Source: an optimization exercise on an open RTL-to-GDS flow (aim: small area, a short achievable clock period and few clock cycles). Production flows keep margins and buffers that such runs may drop.
Where RTL was checked, it was by simulation tests only, not by an equivalence proof against the original.
Power figures rest on the tool's default switching activity, not on a simulated workload.

== v31 ==
Design dmc_top, start of the top module:
module dmc_top (
    input         clk_i,
    input         rst_n_i,
    input         start_i,
    input         read_i,
    input         write_i,
    input  [31:0] address_i,
    input  [31:0] data_i,
    output [31:0] data_o,
    output        ready_o,
    output        mem_read_o,
    output        mem_write_o,
    output [31:0] mem_address_o,
    output [31:0] mem_data_o,
    input  [31:0] mem_data_i
);
clock: 5.0 ns
lec_check: 0
cap_margin: 20
core_margin: 2
core_utilization: 40
cts_buf_list: sky130_fd_sc_hd__clkbuf_16
cts_cluster_diameter: 60
cts_cluster_size: 24
place_density: 0.68
setup_slack_margin: 2.4
slew_margin: 20
standard.sh (not shown) runs the stock make flow with config.mk's settings and CLKGATE_MAP_FILE= SYNTH_SCRIPT=/design/flow/synth_recipe.tcl, a recipe that flattens the netlist after the stock synthesis.
==> flow/flow/run.sh <==
#!/bin/bash
# The standard layout, with the ports buffered by plain buffers instead of the
# delay cells buffer_ports picks by default.
set -euo pipefail
export BUFFER_PORTS_ARGS="-buffer_cell sky130_fd_sc_hd__buf_1"
bash standard.sh > standard.log 2>&1
v31 closes out successfully: all stages finished, all timing, DRC and antenna checks passed.
Testbench counts of v31, summed over its fixed seeds: cycles 8,771.
#### Input delta (v54 over v31)
- a change of SETUP_SLACK_MARGIN from 2.4 to 2.3
- a change of CTS_CLUSTER_DIAMETER from 60 to 70
- a change of CTS_CLUSTER_SIZE from 24 to 30
- a deleted PLACE_DENSITY that had been 0.68
--- a/flow/flow/run.sh
+++ b/flow/flow/run.sh
@@ -5 +5 @@
-export BUFFER_PORTS_ARGS="-buffer_cell sky130_fd_sc_hd__buf_1"
+export BUFFER_PORTS_ARGS="-buffer_cell sky130_fd_sc_hd__buf_4"
==> run summary <==
v54 reached the final stage; the timing, DRC and antenna checks on its layout passed.
As of v54, non-clock buffer count had fallen by more than 10% compared to v31.
Re layout clock buffer count: v54 is 5 down on v31.
On global-route usage, v31 and v54 are neck and neck.
Shortest period the worst path allows ended up 0.026 ns higher on v54 than on v31.
Input changes introduced in v15 (baseline for comparison: v54):
--- a/flow/flow/run.sh
+++ b/flow/flow/run.sh
@@ -5 +5 @@
-export BUFFER_PORTS_ARGS="-buffer_cell sky130_fd_sc_hd__buf_4"
+export BUFFER_PORTS_ARGS="-buffer_cell sky130_fd_sc_hd__buf_2"
Notes after the runs:
- The mean routed wirelength per cell on v15 is in line with that on v54.
- Summary of v15 over v54: count of placed standard cells including taps ~0 delta; global-route wire length before repair -about 1%.
- Max capacitance violation total came out exactly the same in v54 and v15.
- Worst setup slack in v15 is 0.0094 ns above v54.
diff inputs: v15 => v52
- CTS_CLUSTER_DIAMETER: 70 -> 60
- CTS_CLUSTER_SIZE: 30 -> 24
- GPL_TIMING_DRIVEN: unset -> 0
- PLACE_DENSITY: unset -> 0.68
- SETUP_SLACK_MARGIN: 2.3 -> 2.4
### Flow results
v52 finished every stage and its layout cleared the timing, DRC and antenna checks.
When v52 is set beside v15, its post-route non-filler standard cell count turns out to be 157 larger.
Changes observed in v52 relative to v15: iteration-0 DRC count of the detailed router increased by about 34% relative to the old numbers, proportion of total power due to net switching up 1.0 points, setup slack on the worst flop-to-flop path went down 0.11 ns.

========
Setup of lagoon:
dmc_top, a different RTL version from the one above (not shown whole).
For scale: ~2600 cells after synthesis, roughly 200 I/O pins, roughly 0.034 mm^2 of cells after synthesis.
make LEC_CHECK=0 ABC_CLOCK_PERIOD_IN_PS=2500 CAP_MARGIN=20 CORE_MARGIN=2 CORE_UTILIZATION=40 SETUP_SLACK_MARGIN=3.0 SLEW_MARGIN=20 finish   # period 5.0 ns
run.sh (not shown) runs the stock make flow with config.mk's settings and CLKGATE_MAP_FILE= SYNTH_SCRIPT=/design/flow/synth_recipe.tcl, a recipe that flattens the netlist after the stock synthesis.
Stock flow here: none of the scripts above is used.
lagoon ended with every stage complete and zero timing, DRC or antenna violations.
Testbench counts of lagoon, summed over its fixed seeds: cycles 8,719.
diff inputs: lagoon => raven
diff --git a/flow/config.mk b/flow/config.mk
--- a/flow/config.mk
+++ b/flow/config.mk
@@ -12 +12 @@
-export SETUP_SLACK_MARGIN = 3.0
+export SETUP_SLACK_MARGIN = 2.5
==> run summary <==
On raven: final-layout clock buffer total is about 6% lower than what lagoon gave. Re worst hold margin: lagoon and raven aren't equal, and the lower value belongs to lagoon. raven reached the final stage; the timing, DRC and antenna checks on its layout passed. Going from lagoon to raven, power density over the cells essentially unchanged; power share of the clock group saw a decrease; register share of total power moved up; final cell count without fillers saw a decrease. In raven the proportion of layout cells with a drive suffix above 1 turned out 3.5 points lower than in lagoon. Of lagoon and raven, raven shows the lower power, with lagoon above it. There was hardly any difference in worst-case clock skew between lagoon and raven.

========
Setup of north:
Another version of the RTL of dmc_top (not shown whole).
Size: ~2000 cells after synthesis, roughly 0.032 mm^2 of cells after synthesis.
==> flow/config.mk <==
export PLATFORM = sky130hd
export DESIGN_NAME = dmc_top
export DESIGN_NICKNAME = dmc_top
export VERILOG_FILES = /design/flow/design.v
export SDC_FILE = /design/flow/constraint.sdc
export NUM_CORES = 4
export LEC_CHECK = 0
export CAP_MARGIN = 20
export CORE_MARGIN = 2
export CORE_UTILIZATION = 40
export CTS_BUF_LIST = sky130_fd_sc_hd__clkbuf_16
export CTS_CLUSTER_DIAMETER = 60
export CTS_CLUSTER_SIZE = 24
export SETUP_SLACK_MARGIN = 2.1
export SLEW_MARGIN = 20
==> flow/constraint.sdc <==
create_clock -name core_clock -period 5.0 [get_ports {clk_i}]
set_input_delay 1.0000 -clock core_clock [delete_from_list [all_inputs] [get_ports {clk_i}]]
set_output_delay 1.0000 -clock core_clock [all_outputs]
set_load 0.01 [all_outputs]
standard.sh (not shown) runs the stock make flow with config.mk's settings and CLKGATE_MAP_FILE= SYNTH_SCRIPT=/design/flow/synth_recipe.tcl, a recipe that flattens the netlist after the stock synthesis.
==> flow/flow/run.sh <==
#!/bin/bash
# The standard layout, with the ports buffered by plain buffers instead of the
# delay cells buffer_ports picks by default.
set -euo pipefail
export BUFFER_PORTS_ARGS="-buffer_cell sky130_fd_sc_hd__buf_4"
bash standard.sh > standard.log 2>&1
The final layout from north, which completed every stage, passed the timing, DRC and antenna checks at the end of the flow.
Testbench counts of north, summed over its fixed seeds: cycles 8,771.
Input changes introduced in south (baseline for comparison: north):
- CTS_CLUSTER_DIAMETER removed (was 60)
- CTS_BUF_LIST changed from sky130_fd_sc_hd__clkbuf_16 to sky130_fd_sc_hd__clkbuf_8
- CTS_CLUSTER_SIZE removed (was 24)
Notes after the runs:
Of north and south, the lower switching fraction of total power belongs to south.
register to register as the class of the tightest hold or removal check was reported by north, and input port to register by south.
The global router's overall resource usage of south is higher than that of north.
Delta (south minus north): global routing met2 resource utilization picked up an extra 0.44 points; power dissipated by switching net loads lost 0.14 mW; total power picked up an extra 1.6%.
Per the comparison of south with north, post-CTS clock slew at the launch and capture registers of the worst setup and hold paths decreased 0.02 ns, worst max-slew margin expressed relative to the limit picked up an extra 1.2 points, number of vias per cell after detailed routing down about 1.5%, non-clock buffer count went down.
Cell area in south is about 1.1% above north.
The first-pass GRT wire length in south sits about 2.3% above the value recorded for north.
Setup changes, south to east
- swapping sky130_fd_sc_hd__clkbuf_8 for sky130_fd_sc_hd__clkbuf_16 in CTS_BUF_LIST
- putting CTS_CLUSTER_DIAMETER at 70 where nothing was set
- putting CTS_CLUSTER_SIZE at 30 where nothing was set
### Flow results
The run with more setup slack is south; east has less.
Of east and south, it is east that has the lower count of TritonRoute iterations in the first routing pass.
Diff south -> east: sequential cell power held steady, number of clock buffers in the layout went down about 70%.
Lower number of antenna violations at the first check in global routing was reported by east, not south.
Depth of the worst hold-timing path (east over south): increase, 1
Met1 global-route usage delta for east relative to south: 0.47 points lower
Taking south as the reference point, the routed wire length of east falls by 3.6 mm.
Non-filler instance count after layout ends up lower on east.
The leakage power figure in east is 0.944 times that in south.
Max total power consumption of the routed design across south and east: south

========
## run A
The RTL this note starts from:
==> flow/design.v <==
module dmc_top (
    input         clk_i,
    input         rst_n_i,
    input         start_i,
    input         read_i,
    input         write_i,
    input  [31:0] address_i,
    input  [31:0] data_i,
    output [31:0] data_o,
    output        ready_o,
    output        mem_read_o,
    output        mem_write_o,
    output [31:0] mem_address_o,
    output [31:0] mem_data_o,
    input  [31:0] mem_data_i
);
reg [31:0]  store [0:15];      
reg [27:0]  tag   [0:3];
reg [3:0]   pres  [0:3];       
reg [3:0]   dirty;
reg        busy;               
reg        rdy;                
reg        mrd;                
reg [31:0] dreg;               
reg [31:0] wdat;               
reg        byp;                
reg        pw_v;
reg [3:0]  pw_a;               
reg        pw_mem;             
reg [27:0] vtag;               
reg [3:0]  ra_a;               
reg [3:0]  mm;                 
reg [3:0]  av;                 
reg [1:0]  wp;                 
reg [15:0] wsel;               
reg [31:0] mdo;                
reg        ord, owr;           
reg [1:0]  oj;                 
wire [1:0]  idx = address_i[3:2];
wire [1:0]  off = address_i[1:0];
wire [27:0] tg  = address_i[31:4];
wire        req = rdy && start_i && (read_i || write_i);
wire        rd  = read_i;
wire        wr  = !read_i;
wire [3:0]  match;
wire [15:0] asel;
wire [15:0] sel;
genvar g;
generate
    for (g = 0; g < 4; g = g + 1) begin : cmp
        assign match[g] = (tag[g] == tg);
    end
    for (g = 0; g < 16; g = g + 1) begin : dec
        assign asel[g] = address_i[3:0] == g;
        assign sel[g]  = (rdy && asel[g]) || wsel[g];
    end
endgenerate
wire [3:0]  pi      = pres[idx];
wire        valid   = |pi;
wire        thit    = valid && match[idx];
wire        dm      = valid && !match[idx] && dirty[idx];
wire        present = thit && pi[off];
wire [31:0] wbus = pw_mem ? mem_data_i : wdat;
reg  [31:0] rword;
integer k;
always @(*) begin
    rword = 32'd0;
    for (k = 0; k < 16; k = k + 1)
        rword = rword | ({32{sel[k]}} & store[k]);
end
wire        rfwd   = pw_v && (pw_a == address_i[3:0]);
wire        mfwd   = pw_v && (pw_a == {ra_a[3:2], wp});
wire [3:0]  mi     = ~pi;
wire [1:0]  mij    = mi[0] ? 2'd0 : mi[1] ? 2'd1 : mi[2] ? 2'd2 : 2'd3;
wire [1:0]  mmj    = mm[0] ? 2'd0 : mm[1] ? 2'd1 : mm[2] ? 2'd2 : 2'd3;
wire        wavail = av[wp] || (pw_v && pw_a[1:0] == wp);
wire        last   = owr && oj == 2'd3;
wire        issue_w = !last && mm == 4'd0 && wavail;
wire [1:0]  wp_n   = issue_w ? wp + 2'd1 : wp;
assign ready_o       = rdy;
assign data_o        = byp ? mem_data_i : dreg;
assign mem_read_o    = mrd;
assign mem_write_o   = owr;
assign mem_address_o = busy ? {vtag, ra_a[3:2], oj} : address_i;
assign mem_data_o    = mdo;
always @(posedge clk_i) begin
    if (pw_v)
        store[pw_a] <= wbus;
    if (req && rd)
        dreg <= rfwd ? wbus : rword;
    else if (byp)
        dreg <= mem_data_i;
    if (req && wr)
        wdat <= data_i;
    else if (busy && byp)
        wdat <= mem_data_i;
    mdo <= mfwd ? wbus : rword;
    byp  <= req && rd && !present;
    pw_v <= 1'b0;
    if (!busy) begin
        vtag <= tag[idx];
        ra_a <= address_i[3:0];
        av   <= pi;
        ord  <= mi != 4'd0;
        mrd  <= !(req && dm) || mi != 4'd0;
        owr  <= 1'b0;
        oj   <= mij;
        mm   <= mi & ~(4'd1 << mij);
        wp   <= 2'd0;
        wsel <= (req && dm) ? 16'd1 << {idx, 2'd0} : 16'd0;
    end
    if (req) begin
        tag[idx] <= tg;
        if (dm) begin
            busy <= 1'b1;
            rdy  <= 1'b0;
        end else begin
            pw_v   <= wr || !present;
            pw_a   <= address_i[3:0];
            pw_mem <= rd;
        end
        pres[idx]  <= (thit ? pi : 4'd0) | (4'd1 << off);
        dirty[idx] <= (thit && dirty[idx]) || wr;
    end
    if (busy) begin
        if (pw_v)
            av[pw_a[1:0]] <= 1'b1;
        if (ord) begin
            pw_v   <= 1'b1;
            pw_a   <= {ra_a[3:2], oj};
            pw_mem <= 1'b1;
        end
        wp   <= wp_n;
        wsel <= last ? 16'd0 : 16'd1 << {ra_a[3:2], wp_n};
        if (last) begin
            busy   <= 1'b0;
            rdy    <= 1'b1;
            mrd    <= 1'b1;
            ord    <= 1'b0;
            owr    <= 1'b0;
            pw_v   <= 1'b1;
            pw_a   <= ra_a;
            pw_mem <= 1'b0;
        end else if (mm != 4'd0) begin
            ord    <= 1'b1;
            mrd    <= 1'b1;
            owr    <= 1'b0;
            oj     <= mmj;
            mm     <= mm & ~(4'd1 << mmj);
        end else begin
            ord    <= 1'b0;
            mrd    <= 1'b0;
            owr    <= issue_w;
            oj     <= wp;
        end
    end
    if (!rst_n_i) begin
        busy <= 1'b0;
        rdy  <= 1'b1;
        mrd  <= 1'b1;
        byp  <= 1'b0;
        pw_v <= 1'b0;
        owr  <= 1'b0;
        wsel <= 16'd0;
        for (k = 0; k < 4; k = k + 1)
            pres[k] <= 4'd0;
    end
end
endmodule
==> flow/config.mk <==
export PLATFORM = sky130hd
export DESIGN_NAME = dmc_top
export DESIGN_NICKNAME = dmc_top
export VERILOG_FILES = /design/flow/design.v
export SDC_FILE = /design/flow/constraint.sdc
export NUM_CORES = 4
export LEC_CHECK = 0
export ABC_CLOCK_PERIOD_IN_PS = 2500
export CAP_MARGIN = 20
export CORE_MARGIN = 2
export CORE_UTILIZATION = 40
export SETUP_SLACK_MARGIN = 2.0
export SLEW_MARGIN = 20
==> flow/constraint.sdc <==
create_clock -name core_clock -period 5.0 [get_ports {clk_i}]
set_input_delay 1.0000 -clock core_clock [delete_from_list [all_inputs] [get_ports {clk_i}]]
set_output_delay 1.0000 -clock core_clock [all_outputs]
set_load 0.01 [all_outputs]
run.sh (not shown) runs the stock make flow with config.mk's settings and CLKGATE_MAP_FILE= SYNTH_SCRIPT=/design/flow/synth_recipe.tcl, a recipe that flattens the netlist after the stock synthesis.
Stock flow here: none of the scripts above is used.
Run A: done, clean on timing, DRC and antenna
Testbench counts of run A, summed over its fixed seeds: cycles 8,771.
### run A -> run B
Settings: a change of SETUP_SLACK_MARGIN from 2.0 to 1.5.
==> run summary <==
- Power attributed to sequential cells: run A vs run B — no meaningful difference
- There was hardly any difference in number of instances in the placed design between run A and run B.
- Higher post-cts resize count was reported by run A, not run B.
- Going from run A to run B, first-pass GRT wire length now smaller, post-route non-filler standard cell count now smaller.
- Run B — clock period minus worst slack 480 ps higher, run A as reference
- From run A to run B the numbers moved as follows: power share of the sequential group went down 1.0 points, core utilization shows a reduction of 0.42 points.
- Looking at logic gate share of total power, run B sits below run A.
- | final area | run B vs run A | 340 sq um lower |
Relative to run B, the following input files were edited for run C:
Settings: a change of SETUP_SLACK_MARGIN from 1.5 to 2.5.
Findings:
- The final reports for run C and run B show insertion delay of the later-clocked pin in the worst-skew pair higher in the former.
- Combinational share of power in run C vs run B: up 2.4 points
- Of run C and run B, run B shows the lower maximum frequency, with run C above it.
- Run C against run B: critical path depth moved up; setup slack on the worst flop-to-flop path climbed 170 ps; total power saw an increase; initial antenna violation count climbed 1.
- Data-path buffer share of cell area in the final layout in run C vs run B: up 5.1 points
- Sort run C and run B by final-layout worst hold slack, descending, and run C comes first.
- Run C vs run B: via density per instance up slightly

========
Another version of the RTL of dmc_top (not shown whole).
Size in the first run: ~800 flip-flops, ~200 I/O pins, about 31000 sq um of cells after synthesis.
Settings: LEC_CHECK=0, CAP_MARGIN=20, CORE_MARGIN=2, CORE_UTILIZATION=40, CTS_BUF_LIST=sky130_fd_sc_hd__clkbuf_16, CTS_CLUSTER_DIAMETER=60, CTS_CLUSTER_SIZE=24, SETUP_SLACK_MARGIN=2.1, SLEW_MARGIN=20; clock period 5.0 ns.
standard.sh (not shown) runs the stock make flow with config.mk's settings and CLKGATE_MAP_FILE= SYNTH_SCRIPT=/design/flow/synth_recipe.tcl, a recipe that flattens the netlist after the stock synthesis.
Scripts as last shown in full above: flow/flow/run.sh
The first run finished with timing, DRC and antenna clean.
Edit:
- SETUP_SLACK_MARGIN: 2.1 -> 2.0
Result: Sequential power barely changes; routed wire length drops by 3.1%; utilization hardly moves; global-route usage shrinks by 0.54 points; hold slack improved by 0.0049 ns; total power went up by 3.6%.
No functional check of the RTL was part of any run of this note.

## re-timing with driven ports
Ports are ideal in the flow. The routed layouts listed here were re-timed in OpenROAD.
Step 1 (the two cells are an assumption about what drives the block):
set clk [get_ports {clk_i}]
set_driving_cell -lib_cell sky130_fd_sc_hd__clkbuf_16 $clk
set_driving_cell -lib_cell sky130_fd_sc_hd__buf_2 [delete_from_list [all_inputs] $clk]
Step 2, shift: input delay + t, output delay - t, t = (earliest + latest rising clock arrival at the registers) / 2. This alone moves slack from input paths to output paths.
Slacks: ideal ports / drivers / drivers and shift; pairs: ideal ports / drivers.
run | t, ns | slack for setup (ns) | worst hold slack (ns) | cell pins on the clock port's net
v31 | 0.682 | 2.253 / 2.199 / 1.746 | 0.505 / 0.495 / 0.505 | 1
v54 | 0.667 | 2.227 / 2.201 / 1.611 | 0.536 / 0.508 / 0.536 | 1
v15 | 0.681 | 2.236 / 2.204 / 1.671 | 0.526 / 0.487 / 0.526 | 1
v52 | 0.695 | 2.083 / 2.023 / 1.493 | 0.529 / 0.496 / 0.532 | 1
lagoon | 0.712 | 1.798 / 1.731 / 1.089 | 0.469 / 0.469 / 0.469 | 1
raven | 0.718 | 1.782 / 1.714 / 1.022 | 0.473 / 0.473 / 0.473 | 1
north | 0.724 | 2.119 / 2.054 / 1.517 | 0.478 / 0.467 / 0.478 | 1
south | 0.837 | 2.137 / 2.073 / 1.392 | 0.384 / 0.352 / 0.492 | 1
east | 0.690 | 2.058 / 1.993 / 1.575 | 0.493 / 0.493 / 0.493 | 1
run A | 0.698 | 1.965 / 1.922 / 1.348 | 0.486 / 0.486 / 0.486 | 1
run B | 0.677 | 1.480 / 1.440 / 0.910 | 0.482 / 0.482 / 0.482 | 1
run C | 0.707 | 2.107 / 2.038 / 1.613 | 0.492 / 0.492 / 0.492 | 1
the first run of note 5 | 0.692 | 2.161 / 2.125 / 1.521 | 0.467 / 0.467 / 0.467 | 1
the second run of note 5 | 0.728 | 2.061 / 1.996 / 1.336 | 0.472 / 0.462 / 0.472 | 1
After both steps setup and hold are still met in every run listed. For raven, which loses most, drivers alone change the setup slack by -0.068 ns; drivers and shift together by -0.760 ns.
